This design comes from an exercise in tuning for small area, a short achievable clock period and few clock cycles per item on the open sky130 flow, not from production work.

Design complex_multiplier, start of the top module:
module complex_multiplier
#(
    parameter INTEGER_WIDTH = 3,
    parameter FRACTIONAL_WIDTH = 13
)
(
    input  wire                                          clk,
    input  wire                                          rst_n,
    input  wire                                          input_a_tvalid,
    output wire                                          input_a_tready,
    input  wire [2*(INTEGER_WIDTH+FRACTIONAL_WIDTH)-1:0] input_a_tdata,
    input  wire                                          input_b_tvalid,
    output wire                                          input_b_tready,
    input  wire [2*(INTEGER_WIDTH+FRACTIONAL_WIDTH)-1:0] input_b_tdata,
    output reg                                           output_prod_tvalid,
    input  wire                                          output_prod_tready,
    output wire [2*(INTEGER_WIDTH+FRACTIONAL_WIDTH)-1:0] output_prod_tdata
);
For scale: about 3500 cells after synthesis, about 280 flip-flops, roughly 100 I/O pins, ~36000 µm² of cells after synthesis.
==> module complex_multiplier, before the edit <==
module complex_multiplier
#(
    parameter INTEGER_WIDTH = 3,
    parameter FRACTIONAL_WIDTH = 13
)
(
    input  wire                                          clk,
    input  wire                                          rst_n,
    input  wire                                          input_a_tvalid,
    output wire                                          input_a_tready,
    input  wire [2*(INTEGER_WIDTH+FRACTIONAL_WIDTH)-1:0] input_a_tdata,
    input  wire                                          input_b_tvalid,
    output wire                                          input_b_tready,
    input  wire [2*(INTEGER_WIDTH+FRACTIONAL_WIDTH)-1:0] input_b_tdata,
    output reg                                           output_prod_tvalid,
    input  wire                                          output_prod_tready,
    output wire [2*(INTEGER_WIDTH+FRACTIONAL_WIDTH)-1:0] output_prod_tdata
);
    reg         v0, v1, q1v;
    reg  [15:0] ar, ai;
    reg  [24:0] br, bi;     
    function [24:0] booth_enc;
        input [15:0] y;
        integer k;
        reg y2, y1, y0;
        begin
            for (k = 0; k < 8; k = k + 1) begin
                y2 = y[2*k+1];
                y1 = y[2*k];
                y0 = (k == 0) ? 1'b0 : y[2*k-1];
                booth_enc[k]      = y1 ^ y0;                                    
                booth_enc[8 + k]  = (y2 & ~y1 & ~y0) | (~y2 & y1 & y0);         
                booth_enc[16 + k] = y2 & ~(y1 & y0);                            
            end
            booth_enc[24] = y[15];
        end
    endfunction
    reg  [31:0] q0, q1;
    reg         wp, rp;
    wire take = output_prod_tready;                     
    wire en1  = ~v1 | ~q1v;                             
    wire en0  = ~v0 | en1;
    wire rdy  = ~(v0 & v1 & q1v);
    assign input_a_tready = rdy;
    assign input_b_tready = rdy;
    assign output_prod_tdata = rp ? q1 : q0;
    wire fire = input_a_tvalid & input_b_tvalid & rdy;
    wire mv1  = v1 & en1;                               
    always @(posedge clk) begin
        if (!rst_n) begin
            v0 <= 1'b0;
            v1 <= 1'b0;
            output_prod_tvalid <= 1'b0;
            q1v <= 1'b0;
            wp <= 1'b0;
            rp <= 1'b0;
        end else begin
            if (mv1) wp <= ~wp;
            if (output_prod_tvalid & take) rp <= ~rp;
            if (en0) v0 <= fire;
            if (en1) v1 <= v0;
            if (~output_prod_tvalid | take)
                output_prod_tvalid <= q1v | mv1;
            if (q1v) begin
                if (take) q1v <= mv1;
            end else begin
                q1v <= mv1 & output_prod_tvalid & ~take;
            end
        end
    end
    wire [14:0] m_a0, m_a1, m_a2, m_a3;
    wire [14:0] m_b0, m_b1, m_b2, m_b3;
    wire [3:0]  m_c, m_s;
    reg  [14:0] c_a0, c_a1, c_a2, c_a3;
    reg  [14:0] c_b0, c_b1, c_b2, c_b3;
    reg  [3:0]  c_c, c_s;
    cm_mul mul_rr1 (.x(ar), .one(br[7:0]), .two(br[15:8]), .neg(br[23:16]), .ys(br[24]), .a(m_a0), .b(m_b0), .cl(m_c[0]), .sgn(m_s[0]));
    cm_mul mul_rr2 (.x(ai), .one(bi[7:0]), .two(bi[15:8]), .neg(bi[23:16]), .ys(bi[24]), .a(m_a1), .b(m_b1), .cl(m_c[1]), .sgn(m_s[1]));
    cm_mul mul_ri1 (.x(ar), .one(bi[7:0]), .two(bi[15:8]), .neg(bi[23:16]), .ys(bi[24]), .a(m_a2), .b(m_b2), .cl(m_c[2]), .sgn(m_s[2]));
    cm_mul mul_ri2 (.x(ai), .one(br[7:0]), .two(br[15:8]), .neg(br[23:16]), .ys(br[24]), .a(m_a3), .b(m_b3), .cl(m_c[3]), .sgn(m_s[3]));
    wire [15:0] u0 = {c_a0, 1'b1} + {c_b0, c_c[0]};
    wire [14:0] h0 = u0[15:1];    
    wire [15:0] u1 = {c_a1, 1'b1} + {c_b1, c_c[1]};
    wire [14:0] h1 = u1[15:1];    
    wire [15:0] u2 = {c_a2, 1'b1} + {c_b2, c_c[2]};
    wire [14:0] h2 = u2[15:1];    
    wire [15:0] u3 = {c_a3, 1'b1} + {c_b3, c_c[3]};
    wire [14:0] h3 = u3[15:1];    
    wire [15:0] prod_real = {c_s[0], h0} - {c_s[1], h1};
    wire [15:0] prod_imag = {c_s[2], h2} + {c_s[3], h3};
    always @(posedge clk) begin
        if (en0) begin
            ar <= input_a_tdata[15:0];
            ai <= input_a_tdata[31:16];
            br <= booth_enc(input_b_tdata[15:0]);
            bi <= booth_enc(input_b_tdata[31:16]);
        end
        if (en1) begin
            c_a0 <= m_a0;
            c_a1 <= m_a1;
            c_a2 <= m_a2;
            c_a3 <= m_a3;
            c_b0 <= m_b0;
            c_b1 <= m_b1;
            c_b2 <= m_b2;
            c_b3 <= m_b3;
            c_c <= m_c;
            c_s <= m_s;
        end
        if (mv1 & ~wp)
            q0 <= {prod_imag, prod_real};
        if (mv1 & wp)
            q1 <= {prod_imag, prod_real};
    end
endmodule
==> flow/config.mk <==
export PLATFORM = sky130hd
export DESIGN_NAME = complex_multiplier
export DESIGN_NICKNAME = complex_multiplier
export VERILOG_FILES = /design/flow/design.v
export SDC_FILE = /design/flow/constraint.sdc
export NUM_CORES = 4
export LEC_CHECK = 0
export CAP_MARGIN = 20
export CORE_MARGIN = 2
export CORE_UTILIZATION = 40
export SLEW_MARGIN = 20
export SYNTH_HIERARCHICAL = 1
export SYNTH_MINIMUM_KEEP_SIZE = 0
==> flow/constraint.sdc <==
create_clock -name core_clock -period 10.0 [get_ports {clk}]
set_input_delay 2.0000 -clock core_clock [delete_from_list [all_inputs] [get_ports {clk}]]
set_output_delay 2.0000 -clock core_clock [all_outputs]
set_load 0.01 [all_outputs]
standard.sh (not shown) runs the stock make flow with config.mk's settings and CLKGATE_MAP_FILE= SYNTH_SCRIPT=/design/flow/synth_recipe.tcl, a recipe that flattens the netlist after the stock synthesis.
==> flow/flow/run.sh <==
#!/bin/bash
# The standard layout (standard.sh), with the port buffers made as sky130_fd_sc_hd__buf_2
# cells instead of buffer_ports' default, and timing repair aiming at 6.3 ns of setup slack.
set -euo pipefail
export BUFFER_PORTS_ARGS="-buffer_cell sky130_fd_sc_hd__buf_2"
export SETUP_SLACK_MARGIN=6.3
bash standard.sh > standard.log 2>&1
Change:
--- a/flow/design.v
+++ b/flow/design.v
@@ -939,5 +939,4 @@
     endfunction
     reg  [31:0] q0, q1;
-    reg         wp, rp;
     wire take = output_prod_tready;                     
     wire en1  = ~v1 | ~q1v;                             
@@ -946,5 +945,5 @@
     assign input_a_tready = rdy;
     assign input_b_tready = rdy;
-    assign output_prod_tdata = rp ? q1 : q0;
+    assign output_prod_tdata = q0;
     wire fire = input_a_tvalid & input_b_tvalid & rdy;
     wire mv1  = v1 & en1;                               
@@ -955,9 +954,5 @@
             output_prod_tvalid <= 1'b0;
             q1v <= 1'b0;
-            wp <= 1'b0;
-            rp <= 1'b0;
         end else begin
-            if (mv1) wp <= ~wp;
-            if (output_prod_tvalid & take) rp <= ~rp;
             if (en0) v0 <= fire;
             if (en1) v1 <= v0;
@@ -981,14 +976,16 @@
     cm_mul mul_ri1 (.x(ar), .one(bi[7:0]), .two(bi[15:8]), .neg(bi[23:16]), .ys(bi[24]), .a(m_a2), .b(m_b2), .cl(m_c[2]), .sgn(m_s[2]));
     cm_mul mul_ri2 (.x(ai), .one(br[7:0]), .two(br[15:8]), .neg(br[23:16]), .ys(br[24]), .a(m_a3), .b(m_b3), .cl(m_c[3]), .sgn(m_s[3]));
-    wire [15:0] u0 = {c_a0, 1'b1} + {c_b0, c_c[0]};
-    wire [14:0] h0 = u0[15:1];    
-    wire [15:0] u1 = {c_a1, 1'b1} + {c_b1, c_c[1]};
-    wire [14:0] h1 = u1[15:1];    
-    wire [15:0] u2 = {c_a2, 1'b1} + {c_b2, c_c[2]};
-    wire [14:0] h2 = u2[15:1];    
-    wire [15:0] u3 = {c_a3, 1'b1} + {c_b3, c_c[3]};
-    wire [14:0] h3 = u3[15:1];    
-    wire [15:0] prod_real = {c_s[0], h0} - {c_s[1], h1};
-    wire [15:0] prod_imag = {c_s[2], h2} + {c_s[3], h3};
+    wire [16:0] u0 = {1'b0, c_a0, 1'b1} + {1'b0, c_b0, c_c[0]};
+    wire o0 = u0[16];    
+    wire [16:0] u1 = {1'b0, c_a1, 1'b1} + {1'b0, c_b1, c_c[1]};
+    wire o1 = u1[16];    
+    wire [16:0] u2 = {1'b0, c_a2, 1'b1} + {1'b0, c_b2, c_c[2]};
+    wire o2 = u2[16];    
+    wire [16:0] u3 = {1'b0, c_a3, 1'b1} + {1'b0, c_b3, c_c[3]};
+    wire o3 = u3[16];    
+    wire [15:0] t_re = {1'b0, c_a0} + {1'b0, c_b0} + c_c[0] - {1'b0, c_a1} - {1'b0, c_b1} - c_c[1];
+    wire [15:0] t_im = {1'b0, c_a2} + {1'b0, c_b2} + c_c[2] + {1'b0, c_a3} + {1'b0, c_b3} + c_c[3];
+    wire [15:0] prod_real = {t_re[15] ^ o0 ^ o1 ^ c_s[0] ^ c_s[1], t_re[14:0]};
+    wire [15:0] prod_imag = {t_im[15] ^ o2 ^ o3 ^ c_s[2] ^ c_s[3], t_im[14:0]};
     always @(posedge clk) begin
         if (en0) begin
@@ -1010,7 +1007,7 @@
             c_s <= m_s;
         end
-        if (mv1 & ~wp)
-            q0 <= {prod_imag, prod_real};
-        if (mv1 & wp)
+        if (~output_prod_tvalid | take)
+            q0 <= q1v ? q1 : {prod_imag, prod_real};
+        if (~q1v | take)
             q1 <= {prod_imag, prod_real};
     end
The new run passed the timing, DRC and antenna checks; core utilization fell by 0.40 points; wire length climbs by 4.9%; area after synthesis climbs by 1.5%; design area rises by 0.79%; setup slack degrades by 360 ps; synthesized cell count barely changes.
No run of this note included a check of the RTL's function; only the layout flow was run.

[what the ideal ports hide]
In the flow no input, the clock included, has a driving cell. The finished layouts below were timed again as built, in two steps. Step 1: set_driving_cell puts a clkbuf_16 on clk and a buf_2 on each other input, an assumption about the parent block. Step 2, shift: input delay + t, output delay - t, t = (earliest + latest rising clock arrival at the registers) / 2. This alone moves slack from input paths to output paths. a / b / c = ideal ports / drivers / drivers and shift; a / b = the first two.
run | t (ns) | setup slack, ns | worst setup path at the end | worst slew at a driven data input, ns
the first run | 0.623 | 6.324 / 6.262 / 6.389 | register to register | 0.07
the second run | 0.630 | 5.959 / 5.959 / 5.959 | register to register | 0.08
After both steps every run listed still meets setup and hold.
